This is an optimization exercise on Yosys and OpenROAD, whose aim is small area and a short achievable clock period, not a production implementation. In this exercise RTL edits were held to simulation tests only and were not proved equivalent to the original.

## sym4_dec_fir_fp32
module sym4_dec_fir_fp32 #(
    parameter [31:0] DEC_H0 = 32'hbd9b2b0e,  
    parameter [31:0] DEC_H1 = 32'hbcf2c635,  
    parameter [31:0] DEC_H2 = 32'h3efec7e0,  
    parameter [31:0] DEC_H3 = 32'h3f4dc1d3,  
    parameter [31:0] DEC_H4 = 32'h3e9880d1,  
    parameter [31:0] DEC_H5 = 32'hbdcb339e,  
    parameter [31:0] DEC_H6 = 32'hbc4e80df,  
    parameter [31:0] DEC_H7 = 32'h3d03fc5f   
)(
    input         clk,
    input         rstn,
    input         din_valid,
    input  [31:0] din,
    output        dout_valid,
    output [31:0] dout
);
localparam M0 = 1, M1 = 1, M2 = 1;        
localparam A1 = 1, A2 = 1, A3 = 1;        
localparam LM = M0 + M1 + M2;
localparam LA = A1 + A2 + A3;
localparam [31:0] P1_INIT  = 32'h00000000;    
localparam [31:0] P2_INIT  = 32'h80000000;    
localparam [31:0] P3_INIT  = 32'h80000000;    
localparam [31:0] S23_INIT = 32'h80000000;    
reg        phase;
reg        v0;
reg        par0;
reg [31:0] x0;
reg [25:0] m30;                            
  ...
For scale: about 13000 cells after synthesis, ~1700 flip-flops, about 110000 um2 of cells after synthesis.
clock: 10.0 ns
lec_check: 0
cap_margin: 20
core_margin: 2
core_utilization: 55
cts_cluster_diameter: 100
cts_cluster_size: 20
place_density: 0.7
slew_margin: 20
standard.sh (not shown) runs the stock make flow with config.mk's settings and CLKGATE_MAP_FILE= SYNTH_SCRIPT=/design/flow/synth_recipe.tcl, a recipe that flattens the netlist after the stock synthesis.
==> flow/flow/run.sh <==
#!/bin/bash
set -euo pipefail
bash standard.sh SETUP_SLACK_MARGIN=5.75 finish > flow_make.log 2>&1
Next try:
==> flow/flow/run.sh (replaced) <==
#!/bin/bash
set -euo pipefail
bash standard.sh SETUP_SLACK_MARGIN=5.5 finish > flow_make.log 2>&1
The changed run went through all stages and came out clean.
Global-route usage falls by 0.77 points.
Worst hold slack barely changes.
Wire length is lower by 2.3%.
Via count is lower by 1.6%.
Cell count goes down by 1.5%.
Register-to-register slack improved by 0.04 ns.
Die area stays the same.
Worst setup slack gains 0.036 ns.
Core utilization fell by 2.1 points.
Next try:
==> flow/flow/run.sh (replaced) <==
#!/bin/bash
set -euo pipefail
bash standard.sh SETUP_SLACK_MARGIN=5.25 finish > flow_make.log 2>&1
The new run completed without violations.
Utilization goes down by 1.3 points.
Wire length goes down by 1.9%.
Die area stays the same.
Worst setup slack is worse by 0.11 ns.

========
Setup of v34:
sym4_dec_fir_fp32 again, from the RTL that the note above started with.
Settings: LEC_CHECK=0, CAP_MARGIN=20, CORE_MARGIN=2, CORE_UTILIZATION=55, CTS_CLUSTER_DIAMETER=100, CTS_CLUSTER_SIZE=20, PLACE_DENSITY=0.7, SLEW_MARGIN=20; clock period 10.0 ns.
==> flow/flow/run.sh <==
#!/bin/bash
set -euo pipefail
bash standard.sh SETUP_SLACK_MARGIN=6 finish > flow_make.log 2>&1
v34 completed every stage of the flow, and the final layout passed the timing, design-rule and antenna checks.
--- input diff v34..v4 ---
Settings: SETUP_SLACK_MARGIN now 5, previously not set.
==> flow/run.sh (new file) <==
#!/bin/bash
# synth_recipe.tcl (not shown) runs the flow's synth.tcl, then flattens the netlist and writes it again
# the make line also repeats each setting of config.mk as NAME=value (left out here)
make -C /OpenROAD-flow-scripts/flow DESIGN_CONFIG=/design/flow/config.mk WORK_HOME=/design/flow/orfs CLKGATE_MAP_FILE= SYNTH_SCRIPT=/design/flow/synth_recipe.tcl finish
removed: flow/flow/run.sh
removed: flow/standard.sh
- Worst path setup slack after routing: higher on v34
- v34 has higher met3 routed wirelength than v4.
- Tightest hold margin delta (v34 -> v4): insignificant
- Re synthesized area: no difference whatsoever between v4 and v34.
- On count of placed standard cells including taps, v4 and v34 are basically level.
- Relative to v34, the non-clock buffer count measured on v4 has decreased by more than half.
- In v4, core occupancy in the finished layout is lower than in v34.

## port drivers added, routing unchanged
The results above use ideal ports. As a check the final layouts listed here were re-extracted and re-timed, cells and wires unchanged. Step 1: set_driving_cell puts a clkbuf_16 on clk and a buf_2 on each other input, an assumption about the parent block. Step 2 moves the port delays by t, midway between the first and last clock arrival at a register: inputs arrive t later, outputs are due t later. That takes back most of the time a late clock gives input paths. Slacks: no drivers / after step 1 / after step 2; pairs: no drivers / after step 1.
run	t (ns)	setup WS [ns]	hold slack, ns	worst setup path after step 2	worst slew at a driven data input, ns
the first run of note 1	0.855	5.329 / 5.329 / 5.084	0.324 / 0.324 / 0.324	input to register	0.05
the second run of note 1	0.873	5.365 / 5.365 / 4.792	0.324 / 0.324 / 0.324	input to register	0.06
the third run of note 1	0.867	5.252 / 5.252 / 4.580	0.320 / 0.320 / 0.320	input to register	0.18
v34	0.875	5.314 / 5.314 / 5.025	0.325 / 0.325 / 0.325	input to register	0.20
v4	0.868	5.046 / 5.046 / 4.330	0.327 / 0.327 / 0.327	input to register	0.05
After both steps every run listed still meets setup and hold. The setup slack of v4, which loses most, moves by 0.000 ns with the drivers and by -0.716 ns with both steps.
